Source: an optimization exercise on an open RTL-to-GDS flow (aim: small area and a short achievable clock period). Production flows keep margins and buffers that such runs may drop. Only simulation tests tie the RTL to the original design; equivalence was not proved. Power and IR drop assume default switching activity.

## try-zinc
// float_add
module float_add(clk, rst, i_cip, i_vstart, i_vector_length, i_sj, i_sk,
                 i_v0, i_v1, i_v2, i_v3, i_v4, i_v5, i_v6, i_v7,
                 o_busy, o_result, err);
    input  wire        clk;
    input  wire        rst;
    input  wire [15:0] i_cip;
    input  wire        i_vstart;
    input  wire [6:0]  i_vector_length;
    input  wire [63:0] i_sj;
    input  wire [63:0] i_sk;
    input  wire [63:0] i_v0;
    input  wire [63:0] i_v1;
    input  wire [63:0] i_v2;
    input  wire [63:0] i_v3;
    input  wire [63:0] i_v4;
    input  wire [63:0] i_v5;
    input  wire [63:0] i_v6;
    input  wire [63:0] i_v7;
    output reg  [63:0] o_result;
    output wire        o_busy;
    output wire        err;
    reg [6:0] reservation_time;
    reg       busy_q;
    reg       sel_s;
    reg [7:0] sel_j, sel_k;
    wire [6:0] rt_next = rst ? 7'h7f :
                         i_vstart ? i_vector_length :
                         (reservation_time != 7'h7f) ? reservation_time - 7'd1 :
                         reservation_time;
    wire       scalar_next = &rt_next;
    wire [7:0] j_dec = 8'd1 << i_cip[5:3];
    wire [7:0] k_dec = 8'd1 << i_cip[2:0];
    always @(posedge clk) begin
        reservation_time <= rt_next;
        busy_q <= ~rt_next[6] | (rt_next[5:0] == 6'd0);
        sel_s  <= scalar_next;
        sel_j  <= scalar_next ? 8'd0 : i_vstart ? j_dec : sel_j;
        sel_k  <= scalar_next ? 8'd0 : i_vstart ? k_dec : sel_k;
    end
    assign o_busy = busy_q;
    wire [48:0] a, b;
    fadd_sel u_sel_a(.s(sel_s), .v(sel_j),
                     .xs({i_sj[63], i_sj[47:0]}), .x0({i_v0[63], i_v0[47:0]}),
                     .x1({i_v1[63], i_v1[47:0]}), .x2({i_v2[63], i_v2[47:0]}),
                     .x3({i_v3[63], i_v3[47:0]}), .x4({i_v4[63], i_v4[47:0]}),
                     .x5({i_v5[63], i_v5[47:0]}), .x6({i_v6[63], i_v6[47:0]}),
                     .x7({i_v7[63], i_v7[47:0]}), .y(a));
    fadd_sel u_sel_b(.s(sel_s), .v(sel_k),
                     .xs({i_sk[63], i_sk[47:0]}), .x0({i_v0[63], i_v0[47:0]}),
                     .x1({i_v1[63], i_v1[47:0]}), .x2({i_v2[63], i_v2[47:0]}),
                     .x3({i_v3[63], i_v3[47:0]}), .x4({i_v4[63], i_v4[47:0]}),
                     .x5({i_v5[63], i_v5[47:0]}), .x6({i_v6[63], i_v6[47:0]}),
                     .x7({i_v7[63], i_v7[47:0]}), .y(b));
  ...
Size: about 4,400 cells after synthesis, ~730 I/O pins, about 32,000 um2 of cells after synthesis.
==> flow/config.mk <==
export PLATFORM = sky130hd
export DESIGN_NAME = float_add
export DESIGN_NICKNAME = float_add
export VERILOG_FILES = /design/flow/design.v
export SDC_FILE = /design/flow/constraint.sdc
export NUM_CORES = 4
export LEC_CHECK = 0
export CAP_MARGIN = 20
export CORE_MARGIN = 2
export CORE_UTILIZATION = 40
export CTS_CLUSTER_DIAMETER = 80
export CTS_CLUSTER_SIZE = 30
export SETUP_SLACK_MARGIN = 3.5
export SLEW_MARGIN = 20
export SYNTH_HIERARCHICAL = 1
==> flow/constraint.sdc <==
create_clock -name core_clock -period 6.0 [get_ports {clk}]
set_input_delay 1.2000 -clock core_clock [delete_from_list [all_inputs] [get_ports {clk}]]
set_output_delay 1.2000 -clock core_clock [all_outputs]
set_load 0.01 [all_outputs]
standard.sh (not shown) runs the stock make flow with config.mk's settings and CLKGATE_MAP_FILE= SYNTH_SCRIPT=/design/flow/synth_recipe.tcl, a recipe that flattens the netlist after the stock synthesis.
==> flow/flow/run.sh <==
#!/bin/bash
# The standard layout (standard.sh: ORFS from synthesis to the final
# layout) with two changes:
#  - synthesis is the standard flow's own script (synth_recipe.tcl) except that Yosys's
#    abc pass runs delay-targeted ABC scripts from flow/ (see
#    flow/abc_proc.tcl) in place of ORFS's default ABC script, and that
#    ADDER_MAP_FILE is empty, so ORFS does not extract full and half
#    adder cells before abc and abc maps all the logic itself. Neither
#    touches the registers, so they are the standard synthesis's.
#  - the port buffers that ORFS inserts at placement are buf_1 cells.
#    Every input and output port still gets its own buffer.
# ORFS keeps each step's log in orfs/logs; make's output goes to
# standard.log here.
set -euo pipefail
here=$PWD
export BUFFER_PORTS_ARGS="-buffer_cell sky130_fd_sc_hd__buf_1"
export FLOW_ABC_DIR=$here/flow
export ADDER_MAP_FILE=
cat flow/abc_proc.tcl synth_recipe.tcl > flow_synth.tcl
sed "s#SYNTH_SCRIPT=[^ ]*#SYNTH_SCRIPT=$here/flow_synth.tcl#" standard.sh > flow_standard.sh
grep -q "SYNTH_SCRIPT=$here/flow_synth.tcl" flow_standard.sh
bash flow_standard.sh > standard.log 2>&1
==> flow/flow/abc_d1100.script <==
strash
dch -f
map -D 1100
topo
stime -c
buffer -c
upsize -c -D 1100
dnsize -c -D 1100
==> flow/flow/abc_d1200.script <==
strash
dch -f
map -D 1200
topo
stime -c
buffer -c
upsize -c -D 1200
dnsize -c -D 1200
==> flow/flow/abc_d400.script <==
strash
dch -f
map -D 400
topo
stime -c
buffer -c
upsize -c -D 400
dnsize -c -D 400
==> flow/flow/abc_d500.script <==
strash
dch -f
map -D 500
topo
stime -c
buffer -c
upsize -c -D 500
dnsize -c -D 500
==> flow/flow/abc_proc.tcl <==
# abc as the standard flow's synthesis calls it, but with ABC scripts of our own, each
# a delay-targeted mapping (dch + map -D) carrying its own target, so no
# -D: the operand select with 400 ps, the exponent select and compare with 500 ps,
# then everything else with 1200 ps. abc maps only the combinational
# logic; the registers are left as the standard flow's synthesis made them.
proc abc {args} {
  set i [lsearch -exact $args -script]
  if {$i >= 0} { set args [lreplace $args $i [expr {$i + 1}]] }
  set j [lsearch -exact $args -D]
  if {$j >= 0} { set args [lreplace $args $j [expr {$j + 1}]] }
  set d $::env(FLOW_ABC_DIR)
  yosys abc -script $d/abc_d400.script {*}$args fadd_sel
  yosys abc -script $d/abc_d1100.script {*}$args fadd_exp
  yosys abc -script $d/abc_d1200.script {*}$args
}
try-zinc reached the final stage; the timing, DRC and antenna checks on its layout passed.
Modified inputs, try-ember compared to try-zinc
==> flow/flow/abc_d1500.script (new file) <==
strash
dch -f
map -D 1500
topo
stime -c
buffer -c
upsize -c -D 1500
dnsize -c -D 1500
==> flow/flow/abc_proc.tcl <==
# abc as the standard flow's synthesis calls it, but with ABC scripts of our own, each
# a delay-targeted mapping (dch + map -D) carrying its own target, so no
# -D: the operand select with 400 ps, the exponent select and compare with
# 1100 ps, the adder, the |A - B| increment and the leading-zero count with
# 1500 ps, then everything else with 1200 ps. abc maps only the
# combinational logic; the registers are left as the standard flow's synthesis made
# them.
proc abc {args} {
  set i [lsearch -exact $args -script]
  if {$i >= 0} { set args [lreplace $args $i [expr {$i + 1}]] }
  set j [lsearch -exact $args -D]
  if {$j >= 0} { set args [lreplace $args $j [expr {$j + 1}]] }
  set d $::env(FLOW_ABC_DIR)
  yosys abc -script $d/abc_d400.script {*}$args fadd_sel
  yosys abc -script $d/abc_d1100.script {*}$args fadd_exp
  yosys abc -script $d/abc_d1500.script {*}$args fadd_add48 fadd_ones48 float_add_lz
  yosys abc -script $d/abc_d1200.script {*}$args
}
removed: flow/flow/abc_d500.script
## What came out
Between try-ember and try-zinc, number of setup buffers added after CTS is lower for try-ember, try-zinc comes in above that.
try-ember vs. try-zinc: wire length of the first global-routing pass went down by 4.4%.
Sequential share of cell area | try-ember above try-zinc
The estimated power of try-ember ends up lower than the estimate for try-zinc.
try-ember gives more post-cts repair resize count than try-zinc did.
try-ember and try-zinc ended up with roughly the same post-layout worst setup margin.
Compared with try-zinc, try-ember shows final layout net count lower by 2.1%.
Final critical path time including I/O delays and setup: try-ember vs try-zinc, no meaningful difference
Die area shrinks slightly when moving from try-zinc to try-ember.
try-ember: worst-case setup slack after placement 0.020 ns above try-zinc
Input changes introduced in try-onyx (baseline for comparison: try-ember):
- setting TNS_END_PERCENT to 30 for the first time
==> flow/flow/abc_d500.script (new file) <==
strash
dch -f
map -D 500
topo
stime -c
buffer -c
upsize -c -D 500
dnsize -c -D 500
==> flow/flow/abc_proc.tcl <==
# abc as the standard flow's synthesis calls it, but with ABC scripts of our own, each
# a delay-targeted mapping (dch + map -D) carrying its own target, so no
# -D: the operand select with 400 ps, the exponent select and compare with 500 ps,
# then everything else with 1200 ps. abc maps only the combinational
# logic; the registers are left as the standard flow's synthesis made them.
proc abc {args} {
  set i [lsearch -exact $args -script]
  if {$i >= 0} { set args [lreplace $args $i [expr {$i + 1}]] }
  set j [lsearch -exact $args -D]
  if {$j >= 0} { set args [lreplace $args $j [expr {$j + 1}]] }
  set d $::env(FLOW_ABC_DIR)
  yosys abc -script $d/abc_d400.script {*}$args fadd_sel
  yosys abc -script $d/abc_d500.script {*}$args fadd_exp
  yosys abc -script $d/abc_d1200.script {*}$args
}
removed: flow/flow/abc_d1100.script
removed: flow/flow/abc_d1500.script
[summary]
try-onyx has completed all stages; timing, DRC and antenna checks passed.
try-ember has a lower worst endpoint data arrival time than try-onyx.
try-ember → try-onyx: final setup slack of the worst path lower; worst-case setup slack after placement higher.
Input changes introduced in try-willow (baseline for comparison: try-onyx):
- a change of CTS_CLUSTER_DIAMETER from 80 to 70
- a change of CTS_CLUSTER_SIZE from 30 to 25
- a deleted TNS_END_PERCENT that had been 30
==> comparison <==
- In try-willow relative to try-onyx, wire length had gone down slightly.
- In the tables for try-willow and try-onyx, portion of total power attributed to combinational logic reads higher with try-onyx.
- Compared try-onyx against try-willow; met3 wire length within noise.
- Diff try-onyx -> try-willow: end-of-flow core utilization picked up an extra 1.1 points, total buffers and inverters traversed by the critical path picked up an extra 2, total negative setup slack neither gained nor lost much, fraction of area in non-clock buffers picked up an extra 0.47 points.
- NOTE first-pass GRT wire length try-onyx->try-willow decreased slightly

==> static timing again, ports no longer ideal <==
No port has a modelled driver above. Below, the same layouts with a new extraction and two added sets of constraints. Step 1 assumes that a clkbuf_16 drives the clock port and a buf_2 every other input. Step 2, shift: input delay + t, output delay - t, t = (earliest + latest rising clock arrival at the registers) / 2. This alone moves slack from input paths to output paths. Three values: ideal ports, drivers, drivers and shift; two values: the first two.
run	shift t [ns]	setup WS [ns]	hold WS [ns]	latest minus earliest clock arrival (ns)	worst register clock-pin slew, ns
try-zinc	0.698	3.488 / 3.409 / 2.877	0.322 / 0.322 / 0.322	0.042 / 0.042	0.11 / 0.11
try-ember	0.689	3.488 / 3.414 / 2.809	0.323 / 0.323 / 0.323	0.032 / 0.032	0.11 / 0.11
try-onyx	0.706	3.439 / 3.362 / 2.871	0.326 / 0.326 / 0.326	0.039 / 0.039	0.12 / 0.12
try-willow	0.665	3.494 / 3.433 / 2.943	0.320 / 0.320 / 0.320	0.046 / 0.045	0.10 / 0.10
After both steps every run listed still meets setup and hold. The setup slack of try-ember, which loses most, moves by -0.074 ns with the drivers and by -0.679 ns with both steps.
